Background: an optimization exercise with open tools, aiming at a short achievable clock period and few clock cycles. Do not read the settings as production practice.
The RTL was checked by simulation tests, not by an equivalence proof against the original design.
Power and IR drop assume default switching activity.

===== config.mk =====
export PLATFORM = sky130hd
export DESIGN_NAME = riscv_cpu
export DESIGN_NICKNAME = riscv_cpu
export VERILOG_FILES = /design/flow/design.v
export SDC_FILE = /design/flow/constraint.sdc
export NUM_CORES = 4
export LEC_CHECK = 0
export CAP_MARGIN = 20
export CELL_PAD_IN_SITES_DETAIL_PLACEMENT = 1
export CORE_MARGIN = 2
export CORE_UTILIZATION = 30
export PLACE_DENSITY = 0.42
export SETUP_SLACK_MARGIN = 4.4
export SLEW_MARGIN = 20
export TNS_END_PERCENT = 100

===== constraint.sdc =====
create_clock -name core_clock -period 8.5 [get_ports {clk}]
set_input_delay 1.7000 -clock core_clock [delete_from_list [all_inputs] [get_ports {clk}]]
set_output_delay 1.7000 -clock core_clock [all_outputs]
set_load 0.01 [all_outputs]

===== design.v =====
`timescale 10ns / 1ns
module riscv_cpu(
	input  rst,
	input  clk,
	output reg [31:0] PC,
	output reg Inst_Req_Valid,
	input Inst_Req_Ack,
	input  [31:0] Instruction,
	input Inst_Valid,
	output reg Inst_Ack,
	output reg [31:0] Address,
	output reg MemWrite,
	output reg [31:0] Write_data,
	output reg [3:0] Write_strb,
	output reg MemRead,
	input Mem_Req_Ack,
	input  [31:0] Read_data,
	input Read_data_Valid,
	output reg Read_data_Ack
);
localparam CB     = 6;               
localparam CN     = 1 << CB;
localparam TB     = 30 - CB;         
localparam SAHEAD = 40;              
reg [31:0] rf [1:31];
reg        ifly;     
reg [31:0] ra;       
reg        sf;       
reg        pa_v;     
reg [4:0]  pa_rd;    
reg [31:0] pa_val;   
reg [31:0] pa_nx;    
reg [CN-1:0] cv;
reg [TB-1:0] ctag [0:CN-1];
reg [31:0]   cins [0:CN-1];
reg [29:0]   cnpc [0:CN-1];
reg [31:0] IP;
reg        f2_v, f2_byp, f2_ev;
reg [TB-1:0] f2_tag;
reg [31:0] f2_pc, f2_ins, f2_npc;
reg        dv;
reg [31:0] d_inst, d_pc, d_npc;
reg        xv;
reg [4:0]  x_rd, x_rs1, x_rs2;
reg [31:0] x_a, x_b, x_b2, x_imm, x_lnk, x_alt, x_jv;
reg        w_we;
reg [4:0]  w_rd;
reg [31:0] w_res;
reg [2:0]  x_f3;
reg        x_use1, x_use2, x_wr;
reg        x_br, x_jalr, x_ld, x_st, x_lnksel, x_useimm, x_pt;
reg        x_add, x_sub, x_sll, x_slt, x_sltu, x_xor, x_srl, x_sra, x_or, x_and;
reg [4:0]  rq_rd;
reg [2:0]  rq_f3;
reg [1:0]  rq_off;
reg        lr_pend;
reg [4:0]  lr_rd;
reg [2:0]  lr_f3;
reg [1:0]  lr_off;
function pred_taken(input [31:0] w);
    reg same;
    begin
        same = (w[19:15] == w[24:20]);
        pred_taken = (w[6:2] == 5'b11000) &
                     (w[31] | (same ? ((w[14:12] == 3'b000) | (w[14] & w[12])) : w[12]));
    end
endfunction
wire ldrsp = lr_pend & Read_data_Valid;
wire ldw   = ldrsp & (lr_rd != 5'd0);
reg  [31:0] ld_data;
always @(*) begin
    case (lr_f3[1:0])
        2'b00: begin
            case (lr_off)
                2'd0: ld_data = {{24{~lr_f3[2] & Read_data[ 7]}}, Read_data[ 7: 0]};
                2'd1: ld_data = {{24{~lr_f3[2] & Read_data[15]}}, Read_data[15: 8]};
                2'd2: ld_data = {{24{~lr_f3[2] & Read_data[23]}}, Read_data[23:16]};
                default: ld_data = {{24{~lr_f3[2] & Read_data[31]}}, Read_data[31:24]};
            endcase
        end
        2'b01: ld_data = lr_off[1] ? {{16{~lr_f3[2] & Read_data[31]}}, Read_data[31:16]}
                                   : {{16{~lr_f3[2] & Read_data[15]}}, Read_data[15: 0]};
        default: ld_data = Read_data;
    endcase
end
wire [31:0] I = Instruction;
wire        a_jal = (I[6:2] == 5'b11011);
wire        a_pt  = pred_taken(I);
wire [31:0] a_immj = {{12{I[31]}}, I[19:12], I[20], I[30:21], 1'b0};
wire [31:0] a_immb = {{20{I[31]}}, I[7], I[30:25], I[11:8], 1'b0};
wire [31:0] a_tj, a_tb;
ks_add u_atj (.a(ra), .b(a_immj), .ci(1'b0), .s(a_tj), .co());
ks_add u_atb (.a(ra), .b(a_immb), .ci(1'b0), .s(a_tb), .co());
wire [31:0] a_seq  = ra + 32'd4;
wire        a_jalr = (I[6:2] == 5'b11001);
wire        a_fuse = a_jalr & pa_v & (pa_nx == ra) & (pa_rd == I[19:15]);
wire [31:0] a_tr;
ks_add u_atr (.a(pa_val), .b({{21{I[31]}}, I[30:20]}), .ci(1'b0), .s(a_tr), .co());
wire [31:0] a_npc  = a_jal ? a_tj : a_fuse ? a_tr : a_pt ? a_tb : a_seq;
wire        a_follow = a_jal | a_fuse | (a_pt & ~I[31]);
wire acc = Inst_Req_Valid & Inst_Req_Ack;
wire rsp = Inst_Valid & Inst_Ack & ifly;
wire [CB-1:0] ci     = IP[CB+1:2];
wire          byp1   = rsp & (ra == IP);
wire [31:0]   f1_ins = byp1 ? Instruction : cins[ci];
wire [31:0]   f1_npc = byp1 ? a_npc : cv[ci] ? {cnpc[ci], 2'b00} : IP;
wire          hit2   = f2_byp | (f2_ev & (f2_tag == f2_pc[31:CB+2]));
wire          byp2   = f2_v & ~hit2 & rsp & (ra == f2_pc);
wire          ok2    = hit2 | byp2;
wire [4:0] op = d_inst[6:2];
wire i_lui   = (op == 5'b01101);
wire i_auipc = (op == 5'b00101);
wire i_jal   = (op == 5'b11011);
wire i_jalr  = (op == 5'b11001);
wire i_br    = (op == 5'b11000);
wire i_ld    = (op == 5'b00000);
wire i_st    = (op == 5'b01000);
wire i_opi   = (op == 5'b00100);
wire i_op    = (op == 5'b01100);
wire i_alu   = i_op | i_opi;
wire [2:0] i_f3 = d_inst[14:12];
wire [4:0] i_rd  = d_inst[11:7];
wire [4:0] i_rs1 = d_inst[19:15];
wire [4:0] i_rs2 = d_inst[24:20];
wire       i_pt  = pred_taken(d_inst);
wire [31:0] imm_i = {{21{d_inst[31]}}, d_inst[30:20]};
wire [31:0] imm_s = {{21{d_inst[31]}}, d_inst[30:25], d_inst[11:7]};
wire [31:0] imm_b = {{20{d_inst[31]}}, d_inst[7], d_inst[30:25], d_inst[11:8], 1'b0};
wire [31:0] imm_u = {d_inst[31:12], 12'b0};
wire [31:0] d_pc4 = d_pc + 32'd4;
wire [31:0] d_tb, d_tu;
ks_add u_dtb (.a(d_pc), .b(imm_b), .ci(1'b0), .s(d_tb), .co());
ks_add u_dtu (.a(d_pc), .b(imm_u), .ci(1'b0), .s(d_tu), .co());
wire [31:0] b2   = x_b2;
wire [31:0] sum, dif;
wire        dco;
ks_add u_sum (.a(x_a), .b(b2),  .ci(1'b0), .s(sum), .co());
ks_add u_dif (.a(x_a), .b(~b2), .ci(1'b1), .s(dif), .co(dco));
wire        sltu = ~dco;
wire        slt  = (x_a[31] ^ b2[31]) ? x_a[31] : sltu;
wire [31:0] shl  = x_a << b2[4:0];
wire [31:0] shr  = x_a >> b2[4:0];
wire [31:0] sra  = shr | ({32{x_a[31]}} & ~(32'hffffffff >> b2[4:0]));
wire [31:0] alu  = ({32{x_add}}  & sum)
                 | ({32{x_sub}}  & dif)
                 | ({32{x_slt}}  & {31'd0, slt})
                 | ({32{x_sltu}} & {31'd0, sltu})
                 | ({32{x_xor}}  & (x_a ^ b2))
                 | ({32{x_or}}   & (x_a | b2))
                 | ({32{x_and}}  & (x_a & b2))
                 | ({32{x_sll}}  & shl)
                 | ({32{x_srl}}  & shr)
                 | ({32{x_sra}}  & sra);
wire [31:0] x_res = x_lnksel ? x_lnk : alu;
wire beq  = (x_a == x_b);
wire bco;
wire [31:0] bdif;
ks_add u_bcmp (.a(x_a), .b(~x_b), .ci(1'b1), .s(bdif), .co(bco));
wire bltu = ~bco;
wire blt  = (x_a[31] ^ x_b[31]) ? x_a[31] : bltu;
reg  btk;
always @(*) begin
    case (x_f3)
        3'b000: btk = beq;
        3'b001: btk = ~beq;
        3'b100: btk = blt;
        3'b101: btk = ~blt;
        3'b110: btk = bltu;
        default: btk = ~bltu;
    endcase
end
wire [31:0] agu;
ks_add u_agu (.a(x_a), .b(x_imm), .ci(1'b0), .s(agu), .co());
wire rqbusy = MemRead | MemWrite;
wire accd   = rqbusy & Mem_Req_Ack;
wire dep_rq = MemRead & (rq_rd != 5'd0) &
              ((x_use1 & (x_rs1 == rq_rd)) | (x_use2 & (x_rs2 == rq_rd)) | (x_wr & (x_rd == rq_rd)));
wire dep_lr = lr_pend & (lr_rd != 5'd0) &
              ((x_use1 & (x_rs1 == lr_rd)) | (x_use2 & (x_rs2 == lr_rd)) | (x_wr & (x_rd == lr_rd)));
wire stall  = dep_rq | dep_lr | ((x_ld | x_st) & rqbusy & ~Mem_Req_Ack);
wire xgo    = xv & ~stall;
wire redir   = xv & ~(dep_rq | dep_lr) & ((x_jalr & (x_a != x_jv)) | (x_br & (btk ^ x_pt)));
wire [31:0] rpc = x_jalr ? agu : x_alt;
wire ex_we   = xgo & x_wr & ~x_ld;
wire [31:0] rf_r1 = (i_rs1 == 5'd0) ? 32'd0 : rf[i_rs1];
wire [31:0] rf_r2 = (i_rs2 == 5'd0) ? 32'd0 : rf[i_rs2];
wire [31:0] d_a = (ex_we && x_rd == i_rs1) ? x_res : (w_we && w_rd == i_rs1)  ? w_res :
                  (ldw && lr_rd == i_rs1)  ? ld_data : rf_r1;
wire [31:0] d_b = (ex_we && x_rd == i_rs2) ? x_res : (w_we && w_rd == i_rs2)  ? w_res :
                  (ldw && lr_rd == i_rs2)  ? ld_data : rf_r2;
wire d_use1 = i_alu | i_jalr | i_br | i_ld | i_st;
wire d_use2 = i_op | i_br | i_st;
wire haz_x  = xv & x_wr & ~x_ld & (((x_rd == i_rs1) & d_use1) | ((x_rd == i_rs2) & d_use2));
wire dmove  = dv & (~xv | xgo);
wire dgo    = dmove & ~redir;
wire dload  = ~dv | dmove;
wire fire   = f2_v & ok2 & dload & ~redir;
wire replay = f2_v & ~fire & ~redir;
wire sredir = f2_v & ~ok2 & ~(ifly & (ra == f2_pc)) & (PC != f2_pc);
wire sfol   = rsp & sf & a_follow;
wire [29:0] sdist = PC[31:2] - d_pc[31:2];
wire        thr   = ~sdist[29] & (sdist[28:0] >= SAHEAD);
wire        ifly_n = acc | (ifly & ~rsp);
always @(posedge clk) begin
    if (rst) begin
        PC             <= 32'd0;
        Inst_Req_Valid <= 1'b0;
        Inst_Ack       <= 1'b1;
        Read_data_Ack  <= 1'b0;
        ifly           <= 1'b0;
        sf             <= 1'b0;
        pa_v           <= 1'b0;
        cv             <= {CN{1'b0}};
        IP             <= 32'd0;
        f2_v           <= 1'b0;
        dv             <= 1'b0;
        xv             <= 1'b0;
    end else begin
        Inst_Ack       <= 1'b1;
        Read_data_Ack  <= 1'b1;
        if (sredir)                  PC <= f2_pc;
        else if (acc)                PC <= PC + 32'd4;
        else if (sfol)               PC <= a_npc;
        if (sredir)   sf <= 1'b0;
        else if (acc) sf <= 1'b1;
        ifly <= ifly_n;
        Inst_Req_Valid <= ~ifly_n & (sredir | ~thr);
        if (rsp) cv[ra[CB+1:2]] <= 1'b1;
        if (rsp) pa_v <= (I[6:2] == 5'b00101) & (I[11:7] != 5'd0);
        if (redir)       IP <= rpc;
        else if (replay) IP <= f2_pc;
        else if (byp2)   IP <= a_npc;
        else             IP <= f1_npc;
        f2_v <= ~redir & ~replay & ~byp2;
        dv   <= fire | (dv & ~dgo & ~redir);
        xv   <= dgo | (xv & stall);
    end
end
always @(posedge clk) begin
    if (acc) ra <= PC;
    if (rsp) begin
        pa_rd  <= I[11:7];
        pa_val <= ra + {I[31:12], 12'b0};
        pa_nx  <= a_seq;
    end
    if (rsp) begin
        ctag[ra[CB+1:2]] <= ra[31:CB+2];
        cins[ra[CB+1:2]] <= Instruction;
        cnpc[ra[CB+1:2]] <= a_npc[31:2];
    end
    f2_pc  <= IP;
    f2_ins <= f1_ins;
    f2_npc <= f1_npc;
    f2_byp <= byp1;
    f2_ev  <= cv[ci];
    f2_tag <= ctag[ci];
    if (rst)
        d_pc   <= 32'd0;
    else if (fire)
        d_pc   <= f2_pc;
    if (dload) begin
        d_inst <= byp2 ? Instruction : f2_ins;
        d_npc  <= byp2 ? a_npc : f2_npc;
    end
end
always @(posedge clk) begin
    if (dmove) begin
        x_rd    <= i_rd;
        x_rs1   <= i_rs1;
        x_rs2   <= i_rs2;
        x_a     <= d_a;
        x_b     <= d_b;
        x_b2    <= i_opi ? imm_i : d_b;
        x_imm   <= i_st ? imm_s : imm_i;
        x_lnk   <= i_lui ? imm_u : i_auipc ? d_tu : d_pc4;
        x_alt   <= i_pt ? d_pc4 : d_tb;
        x_jv    <= d_npc - imm_i;
        x_f3    <= i_f3;
        x_use1  <= d_use1;
        x_use2  <= d_use2;
        x_wr    <= (i_alu | i_lui | i_auipc | i_jal | i_jalr | i_ld) & (i_rd != 5'd0);
        x_br    <= i_br;
        x_jalr  <= i_jalr;
        x_ld    <= i_ld;
        x_st    <= i_st;
        x_lnksel<= i_lui | i_auipc | i_jal | i_jalr;
        x_useimm<= i_opi;
        x_pt    <= i_pt;
        x_add   <= i_alu & (i_f3 == 3'b000) & ~(i_op & d_inst[30]);
        x_sub   <= i_alu & (i_f3 == 3'b000) &  (i_op & d_inst[30]);
        x_sll   <= i_alu & (i_f3 == 3'b001);
        x_slt   <= i_alu & (i_f3 == 3'b010);
        x_sltu  <= i_alu & (i_f3 == 3'b011);
        x_xor   <= i_alu & (i_f3 == 3'b100);
        x_srl   <= i_alu & (i_f3 == 3'b101) & ~d_inst[30];
        x_sra   <= i_alu & (i_f3 == 3'b101) &  d_inst[30];
        x_or    <= i_alu & (i_f3 == 3'b110);
        x_and   <= i_alu & (i_f3 == 3'b111);
    end else begin
        if (ldw && lr_rd == x_rs1) x_a <= ld_data;
        if (ldw && lr_rd == x_rs2) x_b <= ld_data;
        if (ldw && lr_rd == x_rs2 && !x_useimm) x_b2 <= ld_data;
    end
end
wire issue = xgo & (x_ld | x_st);
always @(posedge clk) begin
    if (rst) begin
        MemRead  <= 1'b0;
        MemWrite <= 1'b0;
        lr_pend  <= 1'b0;
    end else begin
        if (issue) begin
            MemRead  <= x_ld;
            MemWrite <= x_st;
        end else if (accd) begin
            MemRead  <= 1'b0;
            MemWrite <= 1'b0;
        end
        if (accd & MemRead) lr_pend <= 1'b1;
        else if (ldrsp)     lr_pend <= 1'b0;
    end
end
always @(posedge clk) begin
    if (issue) begin
        Address <= {agu[31:2], 2'b00};
        rq_rd   <= x_rd;
        rq_f3   <= x_f3;
        rq_off  <= agu[1:0];
        case (x_f3[1:0])
            2'b00: begin
                Write_data <= {4{x_b[7:0]}};
                Write_strb <= 4'b0001 << agu[1:0];
            end
            2'b01: begin
                Write_data <= {2{x_b[15:0]}};
                Write_strb <= agu[1] ? 4'b1100 : 4'b0011;
            end
            default: begin
                Write_data <= x_b;
                Write_strb <= 4'b1111;
            end
        endcase
    end
    if (accd & MemRead) begin
        lr_rd  <= rq_rd;
        lr_f3  <= rq_f3;
        lr_off <= rq_off;
    end
end
always @(posedge clk) begin
    if (rst) w_we <= 1'b0;
    else     w_we <= ex_we;
    w_rd  <= x_rd;
    w_res <= x_res;
end
integer k;
always @(posedge clk) begin
    for (k = 1; k < 32; k = k + 1) begin
        if (rst)
            rf[k] <= 32'd0;
        else if (w_we && w_rd == k)
            rf[k] <= w_res;
        else if (ldw && lr_rd == k)
            rf[k] <= ld_data;
    end
end
endmodule
`timescale 10ns / 1ns
module ks_add(
    input  [31:0] a,
    input  [31:0] b,
    input         ci,
    output [31:0] s,
    output        co
);
wire [31:0] p0 = a ^ b;
wire [31:0] g0 = (a & b) | {31'd0, p0[0] & ci};
wire [31:0] g1, p1, g2, p2, g3, p3, g4, p4, g5;
genvar i;
generate
    for (i = 0; i < 32; i = i + 1) begin : l1
        if (i >= 1) begin : c
            assign g1[i] = g0[i] | (p0[i] & g0[i-1]);
            assign p1[i] = p0[i] & p0[i-1];
        end else begin : n
            assign g1[i] = g0[i];
            assign p1[i] = p0[i];
        end
    end
    for (i = 0; i < 32; i = i + 1) begin : l2
        if (i >= 2) begin : c
            assign g2[i] = g1[i] | (p1[i] & g1[i-2]);
            assign p2[i] = p1[i] & p1[i-2];
        end else begin : n
            assign g2[i] = g1[i];
            assign p2[i] = p1[i];
        end
    end
    for (i = 0; i < 32; i = i + 1) begin : l3
        if (i >= 4) begin : c
            assign g3[i] = g2[i] | (p2[i] & g2[i-4]);
            assign p3[i] = p2[i] & p2[i-4];
        end else begin : n
            assign g3[i] = g2[i];
            assign p3[i] = p2[i];
        end
    end
    for (i = 0; i < 32; i = i + 1) begin : l4
        if (i >= 8) begin : c
            assign g4[i] = g3[i] | (p3[i] & g3[i-8]);
            assign p4[i] = p3[i] & p3[i-8];
        end else begin : n
            assign g4[i] = g3[i];
            assign p4[i] = p3[i];
        end
    end
    for (i = 0; i < 32; i = i + 1) begin : l5
        if (i >= 16) begin : c
            assign g5[i] = g4[i] | (p4[i] & g4[i-16]);
        end else begin : n
            assign g5[i] = g4[i];
        end
    end
endgenerate
assign s  = p0 ^ {g5[30:0], ci};
assign co = g5[31];
endmodule

===== run.sh =====
#!/bin/bash
# synth_recipe.tcl (not shown) runs the flow's synth.tcl, then flattens the netlist and writes it again
# the make line also repeats each setting of config.mk as NAME=value (left out here)
make -C /OpenROAD-flow-scripts/flow DESIGN_CONFIG=/design/flow/config.mk WORK_HOME=/design/flow/orfs CLKGATE_MAP_FILE= SYNTH_SCRIPT=/design/flow/synth_recipe.tcl finish

==> flow_summary.json, run 1 <==
{
  "final_cell_area_mm2": 0.376,
  "slew-limit-headroom_pct": 4.43,
  "overflow": 0,
  "critical_path_class": "register to register",
  "ctsHoldBuffers": 0,
  "vias": 223000,
  "first_pass_iters": 12,
  "ioPinCount": 175,
  "p_per_area_mw_per_mm2": 209,
  "clock_latency_ns": 1.28,
  "design.core.area_mm2": 1.05,
  "hold_path_class": "register to register",
  "pre_cts_slack_ns": 1.74,
  "clkTransAtPathRegs_ns": 0.06,
  "fmax_mhz": 231,
  "path_max_fanout": 12,
  "synthArstFlopShare_pct": 0,
  "die_h_um": 1030,
  "critPathSlowestCell": "ha_2",
  "initial_utilization_pct": 30.1,
  "gp_congestion": 0.942,
  "die_area_mm2": 1.07,
  "critical_path.startpoint_type": "register",
  "avgRoutedWirePerCell_um": 39.2,
  "synth-edff-count": 5865,
  "cts.sinks": 7186,
  "worstPathRequired_ns": 9.30,
  "finalSetupViolCount": 0,
  "wl_um": 1460000,
  "end_kind": "register",
  "synth_warnings": 34,
  "post-dp-hpwl_um": 838000,
  "yosysSeqAreaShare_pct": 63.9,
  "row_count": 377,
  "grt_pass1_wl_um": 1940000,
  "yosys_register_bits": 7186,
  "drcViolationCount": 0,
  "ys_types": 102,
  "grt_max_degree": 168,
  "syn_to_final_growth_pct": 18.5,
  "antenna_found_initial": 157,
  "ctsLongestPathBuffers": 5,
  "layout-drive-gt1-share_pct": 22.8,
  "layout.nets": 22900,
  "fin_util_pct": 35.7,
  "power_mw": 78.6,
  "rsz0062_at_grt": "yes",
  "io_buffers": 169,
  "crit_chain": "buf_4, inv_1, ha_2, nand2_1, o31ai_4, o2111ai_4, a211oi_2, nor2_2, o41ai_2, xnor2_1, a221oi_4, o22ai_2, o31a_1",
  "grtUsageTotal_pct": 26.4,
  "htree_levels": 6,
  "first_global_vias": 218000,
  "worst_slew_pin_slew_ns": 1.43,
  "power_leakage_nw": 117,
  "finClkSkew_ns": 0.205,
  "period_needed_ns": 4.34,
  "antenna_left": 0,
  "min_period_over_period_pct": 51.0,
  "slew_violations": 0,
  "die_w_um": 1030,
  "via_per_inst": 5.99,
  "synth_cells": 21900,
  "finalHoldViolCount": 0,
  "arrival_ns": 5.13,
  "cts_buffers": 805,
  "drt_iter0_markers": 32700,
  "fin_tns_setup_ns": 0,
  "place_area_mm2": 0.339,
  "synth.cell_area_mm2": 0.317,
  "max_stage_delay_ns": 0.50,
  "cts_tree": "done",
  "worst_slack_ns": 4.16,
  "synth_area_per_cell_um2": 14.5,
  "ys.flop_type": "edfxtp_1",
  "rrSetupSlack_ns": 4.16,
  "ir_worst_vdd_uv": 193,
  "status": "finished clean",
  "drv_cap": 0,
  "clockRootBuffer": "clkbuf_16"
}
-- synthesized netlist by cell type (96+ instances only) --
cell type | count | area (um^2)
buf_1 | 150 | 563
nand3_1 | 223 | 1120
clkbuf_1 | 1380 | 5180
xor2_1 | 259 | 2270
edfxtp_1 | 5865 | 176000
xnor2_1 | 307 | 2690
nor3_1 | 194 | 971
a221oi_1 | 167 | 1460
buf_2 | 165 | 826
inv_1 | 300 | 1130
dfxtp_1 | 1321 | 26400
a22oi_1 | 580 | 4350
o22ai_1 | 96 | 601
a21o_1 | 132 | 991
a22o_1 | 137 | 1200
a21oi_1 | 1442 | 7220
o21ai_0 | 657 | 3290
a211oi_1 | 536 | 4020
o211ai_1 | 652 | 4890
mux2i_1 | 188 | 1880
nand2_1 | 1678 | 6300
nor2_1 | 1954 | 7330
nand4_1 | 192 | 1200
mux4_2 | 1827 | 41100
ha_1 | 361 | 4520
-- report_power, final --
part | total, mW | internal, mW | switching (mW)
combinational | 5.06 | 1.54 | 3.52
clock | 34.8 | 19.5 | 15.3
sequential | 38.7 | 38.5 | 0.186
total | 78.6 | 59.6 | 19.0
-- area by class of cell --
class                            count  area, um^2
Fill cell                       108000      678000
Sequential cell                   7186      203000
Multi-Input combinational cell   12700      112000
Clock buffer                      1061       21700
Tap cell                         14000       17500
Timing Repair Buffer              1462       16200
Clock inverter                     400        3980
Inverter                           308        1290
Antenna cell                        49         123
Timing Repair inverter               2        16.3
-- placed cells by master, fill, tap and decap left out, types with 204 or more instances in the layout --
master and instances:
buf_4 875, nor2_1 1756, a21oi_1 1345, a22oi_1 577, xnor2_1 288, inv_1 276, a211oi_1 497, ha_1 308
dfxtp_1 1270, nand2_1 1645, xor2_1 252, clkbuf_16 837, mux4_2 1827, clkbuf_1 204, nand3_1 210, edfxtp_1 5865
o21ai_0 608, o211ai_1 652
-- final timing paths --
| path | startpoint | cells past startpoint | end |
|---|---|---|---|
| min reg2reg | IP[19] | 0 | f2_pc[19] |
| max reg2reg | x_a[9] | 13 | x_b[28] |
| min | IP[19] | 0 | f2_pc[19] |
| max | x_a[9] | 13 | x_b[28] |
-- metrics by stage --
| stage | hold WS [ns] | instances |
|---|---|---|
| 2_1_floorplan | 0.326 | 21900 |
| 3_3_place_gp | 0.373 | 35100 |
| 3_5_place_dp | 0.375 | 35100 |
| 4_1_cts | 0.251 | 36900 |
| 5_1_grt | 0.278 | 37100 |
| 6_report | 0.287 | 37200 |
-- per-layer routing --
layer  share of wire, %  vias to the layer above  wire (um)  GRT usage [%]
met5              0.050                        -        731         0.0313
met4                5.5                       53      80900           12.2
met3                9.2                     3409     135000           6.02
met2                 44                    12400     643000           40.0
met1                 41                   120000     600000           35.9
li1                   -                    87400          -              -
-- sequential cells by signal (all words and copies together) (netlist names), 64 cells and up --
name,cells
cins,1920
cnpc,1920
ctag,1536
cv,64
rf,992
-- cells by family after synthesis --
kind of cell	synth area share, %
flops	63.9
compound gates	10.2
simple gates	6.38
mux	13.9
buf+inv	2.59
xor+xnor	1.56
fa+ha+maj	1.49
other cells	0.00237
-- critical path, delay by kind of cell (launching register included) --
kind / cells / cell delay (ns)
compound gates: 7 / 2.13
xor+xnor: 1 / 0.17
fa+ha+maj: 1 / 0.50
buf+inv: 2 / 0.47
flops: 1 / 0.33
simple gates: 2 / 0.23
-- repair_timing --
action | 4_1_cts | 5_1_grt
hold endpoints to repair | 0 | 0
setup endpoints to repair | 2956 | 1761
gates resized for setup | 812 | 451
setup buffers | 278 | 181
pin swaps | 132 | 199
cloned | 35 | 29
Testbench counts, summed over its fixed seeds: cycles 35,084.
==> inputs of run 2 (changes only) <==
--- a/design.v
+++ b/design.v
@@ -21,7 +21,7 @@
 localparam CB     = 6;               
 localparam CN     = 1 << CB;
 localparam TB     = 30 - CB;         
-localparam SAHEAD = 40;              
+localparam SAHEAD = 48;              
 reg [31:0] rf [1:31];
 reg        ifly;     
 reg [31:0] ra;       
==> run 2 against run 1 <==
Die area grew 0.37%. Sequential share of layout area shrank 0.23 points. Combinational power shrank 7.3%. Maximum frequency shrank 1.0%. First-iteration DRC count grew 3.5%. Count of clock-buffer cells in the layout grew 5. Critical path type is now input port to register.
==> flow_summary.json, run 2 <==
{
  "gp_congestion": 0.950,
  "min_period_over_period_pct": 51.6,
  "synth_cells": 22100,
  "yosysSeqAreaShare_pct": 63.7,
  "cts_tree": "done",
  "ys_types": 105,
  "via_per_inst": 6.07,
  "ctsLongestPathBuffers": 5,
  "path_max_fanout": 30,
  "row_count": 378,
  "htree_levels": 6,
  "ctsHoldBuffers": 0,
  "finalSetupViolCount": 0,
  "die_h_um": 1030,
  "critical_path_class": "input port to register",
  "die_w_um": 1030,
  "worstPathRequired_ns": 9.58,
  "ys.flop_type": "edfxtp_1",
  "final_common_cell": "edfxtp_1",
  "power_mw": 78.9,
  "die_area_mm2": 1.07,
  "worst_slew_pin_slew_ns": 1.36,
  "cts.sinks": 7186,
  "rsz0062_at_grt": "yes",
  "synthArstFlopShare_pct": 0,
  "design.core.area_mm2": 1.06,
  "io_buffers": 169,
  "synth-edff-count": 5865,
  "fin_tns_setup_ns": 0,
  "slew_violations": 0,
  "pre_cts_slack_ns": 1.36,
  "wl_um": 1510000,
  "avgRoutedWirePerCell_um": 40.4,
  "synth_warnings": 34,
  "power_leakage_nw": 118,
  "holdWs_ns": 0.372,
  "first_pass_iters": 9,
  "clock_latency_ns": 1.26,
  "synthTopCellsByCount": "5865 x edfxtp_1, 1969 x nor2_1, 1841 x mux4_2, 1590 x nand2_1, 1507 x a21oi_1",
  "finalHoldViolCount": 0,
  "grtUsageTotal_pct": 27.3,
  "yosys_register_bits": 7186,
  "vias": 227000,
  "p_per_area_mw_per_mm2": 209,
  "initial_utilization_pct": 30.1,
  "status": "finished clean",
  "period_needed_ns": 4.38,
  "clkTransAtPathRegs_ns": 0.06,
  "synth_top_cell_by_area": "edfxtp_1",
  "synth_most_common_cell": "edfxtp_1",
  "grt_pass1_wl_um": 2010000,
  "antenna_found_initial": 136,
  "mostFrequentLayoutCells": "5865 x edfxtp_1, 1840 x mux4_2, 1790 x nor2_1",
  "antenna_left": 0,
  "drv_cap": 0,
  "end_kind": "register",
  "ir_worst_vdd_uv": 257,
  "finClkSkew_ns": 0.163,
  "fmax_mhz": 228,
  "synth.cell_area_mm2": 0.318,
  "syn_to_final_growth_pct": 18.6,
  "post-dp-hpwl_um": 874000,
  "first_global_vias": 221000,
  "clockRootBuffer": "clkbuf_16",
  "layout-drive-gt1-share_pct": 22.9,
  "layout.nets": 23000,
  "critical_path.startpoint_type": "input port",
  "drt_iter0_markers": 33900,
  "synth_area_per_cell_um2": 14.4,
  "hold_path_class": "register to register",
  "overflow": 0,
  "worst_slack_ns": 4.12,
  "cts_buffers": 808,
  "placed_cells": 35300,
  "final_cells": 37400,
  "ioPinCount": 175,
  "slew-limit-headroom_pct": 9.08,
  "grt_max_degree": 183,
  "synthTopCellsByArea": "edfxtp_1 55%, mux4_2 13%, dfxtp_1 8.3%",
  "synth_top_area_share_pct": 55.3,
  "arrival_ns": 5.47,
  "drcViolationCount": 0
}
[run 2: cell type report]
class | instances | area (um^2)
Clock inverter | 418 | 4270
Tap cell | 14100 | 17600
Antenna cell | 97 | 243
Fill cell | 108000 | 681000
Inverter | 300 | 1250
Multi-Input combinational cell | 12800 | 114000
Timing Repair inverter | 3 | 38.8
Sequential cell | 7186 | 203000
Timing Repair Buffer | 1439 | 16200
Clock buffer | 1066 | 21700
[run 2: final timing paths]
kind                         from          to  slack (ns)  cells past startpoint
setup / recovery  Read_data_Valid  rf[27][14]        4.12                      9
hold reg to reg         rq_off[1]   lr_off[1]        0.37                      0
setup reg to reg           x_a[2]      IP[23]        4.20                     13
hold / removal          rq_off[1]   lr_off[1]        0.37                      0
[run 2: timing repair]
item                        CTS  global route
pin swaps                   122           139
gates resized for setup     832           484
setup endpoints to repair  5955          1479
buffers inserted            234           163
gates cloned                 35            20
[run 2: per-layer routing]
| layer | vias to the layer above | routed length (um) | share of wire, % | track usage (%) |
|---|---|---|---|---|
| met3 | 3685 | 136000 | 9.0 | 5.71 |
| met5 | - | 259 | 0.017 | 0.0267 |
| met1 | 122000 | 627000 | 42 | 37.7 |
| met4 | 38 | 86500 | 5.7 | 12.5 |
| li1 | 88000 | - | - | - |
| met2 | 13100 | 661000 | 44 | 41.2 |
[run 2: report_power, final]
| part | internal, mW | switching, mW | total, mW |
|---|---|---|---|
| logic | 1.32 | 3.37 | 4.69 |
| clock network | 19.7 | 15.4 | 35.1 |
| registers | 38.9 | 0.195 | 39.1 |
| total | 59.9 | 19.0 | 78.9 |
[run 2: kinds of logic (layout without fill, tap and decap cells)]
family | Yosys count | in the layout | share of synthesized area (%)
flip-flops | 7186 | 7186 | 63.7
AO/OA/AOI/OAI | 4887 | 4891 | 10.1
AND/OR/NAND/NOR | 4883 | 4889 | 6.70
multiplexers | 2122 | 2122 | 13.9
buffers and inverters | 2081 | 3226 | 2.59
XOR/XNOR | 534 | 534 | 1.47
adder cells (fa/ha/maj) | 372 | 372 | 1.49
other | 2 | 100 | 0.00236
[run 2: worst max-delay path, cell delays in order]
cell	delay (ns)
clkdlybuf4s50_1	0.64
and3_1	0.35
nand2_1	0.36
nor2_4	0.95
buf_4	0.71
nor2_1	0.11
a211oi_1	0.25
a21oi_1	0.07
nor2_1	0.12
[run 2: metrics by stage]
step	instance area, um^2	util (%)
floorplan	319000	-
global placement	340000	32.2
detailed placement	341000	32.2
CTS	373000	35.2
global route	377000	35.6
finish	377000	35.7
Testbench counts of run 2, summed over its fixed seeds: cycles 34,947.
==> inputs of run 3 (changes only) <==
==> config.mk (replaced) <==
export PLATFORM = sky130hd
export DESIGN_NAME = riscv_cpu
export DESIGN_NICKNAME = riscv_cpu
export VERILOG_FILES = /design/flow/design.v
export SDC_FILE = /design/flow/constraint.sdc
export NUM_CORES = 4
export LEC_CHECK = 0
export CAP_MARGIN = 30
export CELL_PAD_IN_SITES_DETAIL_PLACEMENT = 1
export CORE_MARGIN = 2
export CORE_UTILIZATION = 33
export PLACE_DENSITY = 0.46
export SETUP_SLACK_MARGIN = 4.5
export SLEW_MARGIN = 30
export TNS_END_PERCENT = 100
==> run 3 against run 2 <==
Via count rose by 0.92%. Die area fell by 9.1%. Critical endpoint is now cnpc[61][23]. Power rose by 0.43%. Global-route usage rose by 1.6 points.
==> flow_summary.json, run 3 <==
{
  "status": "finished clean",
  "synth_most_common_cell": "edfxtp_1",
  "synth_adder_area_share_pct": 1.49,
  "worst_slew_pin_slew_ns": 1.21,
  "cts.sinks": 7186,
  "critPathSlowestCell": "o311a_4",
  "fin_tns_setup_ns": 0,
  "synth_top_family_by_area": "multiplexers",
  "yosys_register_bits": 7186,
  "p_sw_share_pct": 23.9,
  "met1Wirelength_um": 593000,
  "reg2reg_depth": 19,
  "end_kind": "register",
  "worstPathRequired_ns": 9.45,
  "io_buffers": 169,
  "max_stage_delay_ns": 0.35,
  "ys.flop_type": "edfxtp_1",
  "gp_congestion": 0.962,
  "synth_xor_area_share_pct": 1.47,
  "die_h_um": 986,
  "synth_warnings": 34,
  "synth.cell_area_mm2": 0.318,
  "via_per_inst": 6.31,
  "critical_path_class": "input port to register",
  "row_count": 360,
  "hold_path_class": "register to register",
  "first_global_vias": 222000,
  "ir_worst_vdd_uv": 201,
  "mostFrequentLayoutCells": "5865 x edfxtp_1, 1841 x mux4_2, 1780 x nor2_1",
  "path_max_fanout": 8,
  "synth_cells": 22100,
  "combPwrFrac_pct": 6.6,
  "synth-compound-area-share_pct": 10.1,
  "synthTopCellsByArea": "edfxtp_1 55%, mux4_2 13%, dfxtp_1 8.3%",
  "initial_utilization_pct": 33.1,
  "p_seq_share_pct": 49.3,
  "drt_iter0_markers": 35700,
  "drv_cap": 0,
  "yosysSeqAreaShare_pct": 63.7,
  "ys_types": 105,
  "grt_max_degree": 198,
  "design.core.area_mm2": 0.961,
  "crit_family": "compound AO/OA/AOI/OAI gates",
  "post-dp-hpwl_um": 831000,
  "first_pass_iters": 10,
  "path_common_cell": "buf_12",
  "cts_tree": "done",
  "worst-path-buf-inv": 8,
  "synth_top_cell_by_area": "edfxtp_1",
  "grtUsageTotal_pct": 28.9,
  "synth_top_area_share_pct": 55.3,
  "ctsHoldBuffers": 0,
  "clock_latency_ns": 1.19,
  "die_area_mm2": 0.972,
  "met2WireLength_um": 633000,
  "htree_levels": 6,
  "ioPinCount": 175,
  "synth-simple-area-share_pct": 6.70,
  "syn_to_final_growth_pct": 19.7,
  "synth-edff-count": 5865,
  "rsz0062_at_grt": "yes",
  "power_frac_clock_pct": 44.2,
  "ctsLongestPathBuffers": 5,
  "synthArstFlopShare_pct": 0,
  "finClkSkew_ns": 0.115,
  "layout-drive-gt1-share_pct": 24.4,
  "grt_pass1_wl_um": 1940000,
  "layout.nets": 23200,
  "slew_violations": 0,
  "antenna_found_initial": 115,
  "critical_path.startpoint_type": "input port",
  "avgRoutedWirePerCell_um": 40.3,
  "fmax_mhz": 234,
  "path_depth": 19,
  "crit_chain": "buf_16, ha_4, inv_2, fa_2, nor2b_2, o31a_1, a21oi_4, o311a_4, o31ai_4, buf_12, buf_4, a41oi_2, xor2_1, o211a_1, a22o_4, clkinvlp_4, buf_12, buf_12, clkbuf_16",
  "die_w_um": 986,
  "final_common_cell": "edfxtp_1",
  "p_int_mw": 60.3,
  "clkTransAtPathRegs_ns": 0.06,
  "min_period_over_period_pct": 50.2,
  "wl_um": 1460000,
  "slew-limit-headroom_pct": 19.5,
  "cts_buffers": 799,
  "muxShareOfSynthArea_pct": 13.9,
  "p_per_area_mw_per_mm2": 208,
  "overflow": 0,
  "vias": 229000,
  "clockRootBuffer": "clkbuf_16",
  "power_leakage_nw": 120,
  "finalHoldViolCount": 0,
  "drcViolationCount": 0,
  "power_mw": 79.2,
  "power.switching_mw": 18.9,
  "antenna_left": 0,
  "synthTopCellsByCount": "5865 x edfxtp_1, 1969 x nor2_1, 1841 x mux4_2, 1590 x nand2_1, 1507 x a21oi_1",
  "top_layer_used": "met5",
  "period_needed_ns": 4.27,
  "synth_area_per_cell_um2": 14.4,
  "hold_path_depth": 0,
  "wl_met3_um": 154000,
  "arrival_ns": 5.21,
  "finalSetupViolCount": 0
}
[run 3: stage by stage]
stage	utilization (%)	instances	instance area (um^2)	worst slack, ns	hold WS (ns)
2_1_floorplan	-	22100	319000	2.56	0.329
3_3_place_gp	35.2	34100	338000	1.41	0.372
3_5_place_dp	35.3	34100	339000	1.38	0.375
4_1_cts	39.0	36000	375000	4.35	0.366
5_1_grt	39.6	36200	381000	4.26	0.383
6_report	39.6	36300	381000	4.23	0.371
[run 3: what timing repair did]
| item | 4_1_cts | 5_1_grt |
|---|---|---|
| gates resized for setup | 1072 | 661 |
| endpoints found under the setup margin | 6467 | 1923 |
| gates cloned | 66 | 54 |
| pin swaps | 149 | 229 |
| setup buffers | 322 | 198 |
[run 3: path summary, 6_finish.rpt]
path	start	endpoint	slack, ns
worst max-delay path	Instruction[8]	cnpc[61][23]	4.23
worst min-delay path	IP[0]	f2_pc[0]	0.37
worst min register to register	IP[0]	f2_pc[0]	0.37
worst max register to register	ra[1]	cnpc[61][23]	4.26
[run 3: layout make-up]
cell class              count  area [um^2]
multi-input cells       12800       115000
inverters                 300         1260
well taps               12900        16100
diodes                     77          193
fillers                 96800       580000
flip-flops and latches   7186       203000
clock inverters           403         4070
repair buffers           1621        20200
clock buffers            1050        21600
[run 3: metal layers]
layer | global-route usage [%] | vias to the layer above
met3 | 7.46 | 3815
met5 | 0.141 | -
met4 | 13.5 | 43
met2 | 42.8 | 14100
li1 | - | 88300
met1 | 39.8 | 123000
[run 3: power by group through the flow]
stage          Combinational [mW]  Clock [mW]  Sequential (mW)
6_report                     5.21        35.0             39.0
5_1_grt                      5.41        36.6             39.0
4_1_cts                      4.53        35.4             39.0
3_5_place_dp                 3.92           0             39.8
3_3_place_gp                 3.83           0             39.8
2_1_floorplan                1.83           0             39.9
[run 3: kinds of logic after synthesis]
kind of cell | after synthesis
other | 2
and+or+nand+nor | 4883
adders and majority gates | 372
DFF | 7186
AOI/OAI and AO/OA | 4887
muxes | 2122
buffers and inverters | 2081
xor gates and xnor gates | 534
==> inputs of run 4 (changes only) <==
--- a/design.v
+++ b/design.v
@@ -18,10 +18,10 @@
 	input Read_data_Valid,
 	output reg Read_data_Ack
 );
-localparam CB     = 6;               
+localparam CB     = 5;               
 localparam CN     = 1 << CB;
 localparam TB     = 30 - CB;         
-localparam SAHEAD = 48;              
+localparam SAHEAD = 20;              
 reg [31:0] rf [1:31];
 reg        ifly;     
 reg [31:0] ra;       
==> config.mk (replaced) <==
export PLATFORM = sky130hd
export DESIGN_NAME = riscv_cpu
export DESIGN_NICKNAME = riscv_cpu
export VERILOG_FILES = /design/flow/design.v
export SDC_FILE = /design/flow/constraint.sdc
export NUM_CORES = 4
export LEC_CHECK = 0
export CAP_MARGIN = 20
export CELL_PAD_IN_SITES_DETAIL_PLACEMENT = 2
export CORE_MARGIN = 2
export CORE_UTILIZATION = 25
export PLACE_DENSITY = 0.38
export SETUP_SLACK_MARGIN = 4.3
export SLEW_MARGIN = 20
export TNS_END_PERCENT = 100
==> run 4 against run 3 <==
Now fails the layout checks on capacitance limit, slew limit. Register-to-register slack lost 0.10 ns. Clock skew grew 0.028 ns. Global-route usage shrank 3.4 points. Core utilization shrank 9.2 points. Sequential cell count shrank 2687. Setup slack lost 0.17 ns. Synthesized cell count shrank 18%. First-iteration DRC count shrank 32%. Largest power group unchanged. Highest routed layer unchanged.
==> flow_summary.json, run 4 <==
{
  "status": "finished with violations",
  "violations": "capacitance limit, slew limit",
  "arrival_ns": 5.32,
  "grtUsageTotal_pct": 25.5,
  "finClkSkew_ns": 0.143,
  "cts_tree": "done",
  "vias": 179000,
  "clockRootBuffer": "clkbuf_16",
  "die_h_um": 931,
  "fill_cells": 91000,
  "die_w_um": 931,
  "syn_to_final_growth_pct": 21.2,
  "power_leakage_nw": 84.1,
  "layout.nets": 18900,
  "drcViolationCount": 0,
  "drv_cap": 1,
  "synth_cells": 18200,
  "synth_most_common_cell": "edfxtp_1",
  "largest_register_ffs": 992,
  "synth.cell_area_mm2": 0.215,
  "first_global_vias": 180000,
  "via_per_inst": 5.88,
  "layout-drive-gt1-share_pct": 19.6,
  "synth_area_per_cell_um2": 11.8,
  "design.core.area_mm2": 0.857,
  "die_area_mm2": 0.867,
  "path_max_fanout": 4,
  "period_needed_ns": 4.44,
  "fin_util_pct": 30.4,
  "ir_worst_vdd_uv": 227,
  "cts_buffers": 548,
  "finalSetupViolCount": 0,
  "synthArstFlopShare_pct": 0,
  "clock_latency_ns": 1.15,
  "min_period_over_period_pct": 52.2,
  "avgRoutedWirePerCell_um": 38.0,
  "htree_levels": 6,
  "clkTransAtPathRegs_ns": 0.06,
  "placed_cells": 29000,
  "yosysSeqAreaShare_pct": 56.9,
  "final_common_cell": "edfxtp_1",
  "gp_congestion": 0.931,
  "overflow": 0,
  "io_buffers": 169,
  "ys_types": 102,
  "ctsLongestPathBuffers": 4,
  "initial_utilization_pct": 25.1,
  "slew-limit-headroom_pct": -6.89,
  "post-dp-hpwl_um": 714000,
  "hold_path_class": "register to register",
  "end_kind": "register",
  "ys.flop_type": "edfxtp_1",
  "grt_max_degree": 164,
  "grt_pass1_wl_um": 1550000,
  "antenna_left": 0,
  "synth_top_area_share_pct": 44.9,
  "synth_warnings": 34,
  "worstPathRequired_ns": 9.38,
  "yosys_register_bits": 4499,
  "cts.sinks": 4499,
  "synth-edff-count": 3209,
  "antenna_found_initial": 102,
  "synthTopCellsByArea": "edfxtp_1 45%, dfxtp_1 12%, mux4_2 9.5%",
  "fmax_mhz": 225,
  "rsz0062_at_grt": "yes",
  "finalHoldViolCount": 0,
  "ctsHoldBuffers": 0,
  "slew_violations": 13,
  "worst_slack_ns": 4.06,
  "drt_iter0_markers": 24400,
  "row_count": 340,
  "mostFrequentLayoutCells": "3209 x edfxtp_1, 1923 x nor2_1, 1590 x nand2_1",
  "wl_um": 1160000,
  "final_cells": 30400,
  "pre_cts_slack_ns": 1.37,
  "first_pass_iters": 12,
  "critical_path.startpoint_type": "input port",
  "critical_path_class": "input port to register",
  "synth_top_cell_by_area": "edfxtp_1",
  "fin_tns_setup_ns": 0,
  "regMostFlops": "rf",
  "ioPinCount": 175,
  "synthTopCellsByCount": "3209 x edfxtp_1, 2084 x nor2_1, 1625 x nand2_1, 1384 x a21oi_1, 1310 x clkbuf_1",
  "p_per_area_mw_per_mm2": 218,
  "worst_slew_pin_slew_ns": 1.60
}
## run 4: cell count changes in the layout (fill, tap and decap cells not counted), moves of 71 or more
cell       before   now
edfxtp_1     5865  3209
mux4_2       1841   905
clkbuf_16     850   578
a22oi_1       784   576
nor2_1       1780  1923
a221oi_1       44   160
a222oi_1       59   160
a22o_1         36   137
a21oi_1      1396  1306
buf_16         91    14
o21ai_0       437   513
buf_12        258   187
## run 4: layer usage
layer	share of wire [%]	track usage, %
met5	0.029	0.196
met4	6.3	12.7
met3	8.7	5.31
met2	43	38.3
met1	42	34.9
## run 4: cells by family (layout without fill, tap and decap cells)
logic type	count (synthesis)	count (layout)	synth area share, %
AND/OR/NAND/NOR	4934	4940	9.82
AO/OA/AOI/OAI	4834	4840	15.1
flip-flops	4499	4499	56.9
buffers and inverters	1897	2644	3.42
multiplexers	1090	1090	10.4
XOR/XNOR	537	537	2.19
adder cells (fa/ha/maj)	372	372	2.20
other	2	51	0.00350
## run 4: what timing repair did
action,4_1_cts,5_1_grt
setup endpoints to repair,4116,754
buffers inserted,283,113
pin swaps,108,136
cloned,26,20
gates resized for setup,636,490
## run 4: layout make-up
type | instances | area (um^2) | area share (%)
Tap cell | 11500 | 14300 | 5.51
Multi-Input combinational cell | 11800 | 90800 | 34.9
Sequential cell | 4499 | 122000 | 47.0
Timing Repair Buffer | 1317 | 14000 | 5.36
Inverter | 335 | 1350 | 0.520
Clock buffer | 767 | 15300 | 5.88
Clock inverter | 219 | 2180 | 0.836
Antenna cell | 48 | 120 | 0.0461
Timing Repair inverter | 6 | 45.0 | 0.0173
## run 4: critical path: stages
cell and delay (ns):
buf_4 0.18, ha_4 0.31, o21a_4 0.15, a21oi_4 0.08
a2111oi_4 0.38, a221o_1 0.25, buf_6 0.11, a31oi_4 0.12
o31a_1 0.32, buf_6 0.14, o211ai_1 0.34, a311oi_2 0.17
a2111oi_2 0.37, nand2_1 0.11, buf_6 0.15, and2_4 0.15
mux2_4 0.25
## run 4: worst paths after layout
path / from / endpoint / slack [ns] / cells past startpoint
min reg2reg: rq_f3[2] / lr_f3[2] / 0.42 / 0
max reg2reg: x_a[0] / x_b2[26] / 4.16 / 18
min: rq_f3[2] / lr_f3[2] / 0.42 / 0
max: Instruction[23] / d_npc[31] / 4.06 / 17
## run 4: per-stage QoR
stage	hold slack, ns	area, um^2	total power [mW]
6_report	0.423	260000	56.7
5_1_grt	0.439	260000	58.1
4_1_cts	0.425	257000	56.5
3_5_place_dp	0.407	233000	32.6
3_3_place_gp	0.411	233000	32.5
2_1_floorplan	0.329	215000	28.8
## run 4: power breakdown
group	leakage (nW)	total, mW	switching [mW]	internal [mW]
Combinational	36.0	8.64	5.73	2.92
Clock	8.51	23.5	10.1	13.3
Sequential	39.5	24.5	0.506	24.0
Total	84.1	56.7	16.4	40.3
Testbench counts of run 4, summed over its fixed seeds: cycles 36,388.

[afterwards: timing with drivers on the ports]
How much do the figures lean on ideal ports? The routed layouts below were timed once more, with nothing changed but the port constraints.
Step 1, drivers: a clkbuf_16 drives clk and a buf_2 each remaining input, both assumed.
Step 2 moves the port delays by t, midway between the first and last clock arrival at a register: inputs arrive t later, outputs are due t later. That takes back most of the time a late clock gives input paths.
Slacks: ideal ports / drivers / drivers and shift; pairs: ideal ports / drivers.
run	t (ns)	setup slack, ns	hold slack, ns	worst setup path after step 2	cell pins on the clock port's net
run 1	1.335	4.163 / 4.067 / 2.733	0.287 / 0.287 / 0.287	input to register	1
run 2	1.329	4.117 / 4.077 / 2.748	0.372 / 0.372 / 0.372	input to register	1
run 3	1.264	4.233 / 4.217 / 2.954	0.371 / 0.371 / 0.371	input to register	1
run 4	1.225	4.061 / 4.130 / 2.905	0.423 / 0.423 / 0.423	input to register	1
For run 1, which loses most, drivers alone change the setup slack by -0.096 ns; drivers and shift together by -1.430 ns.
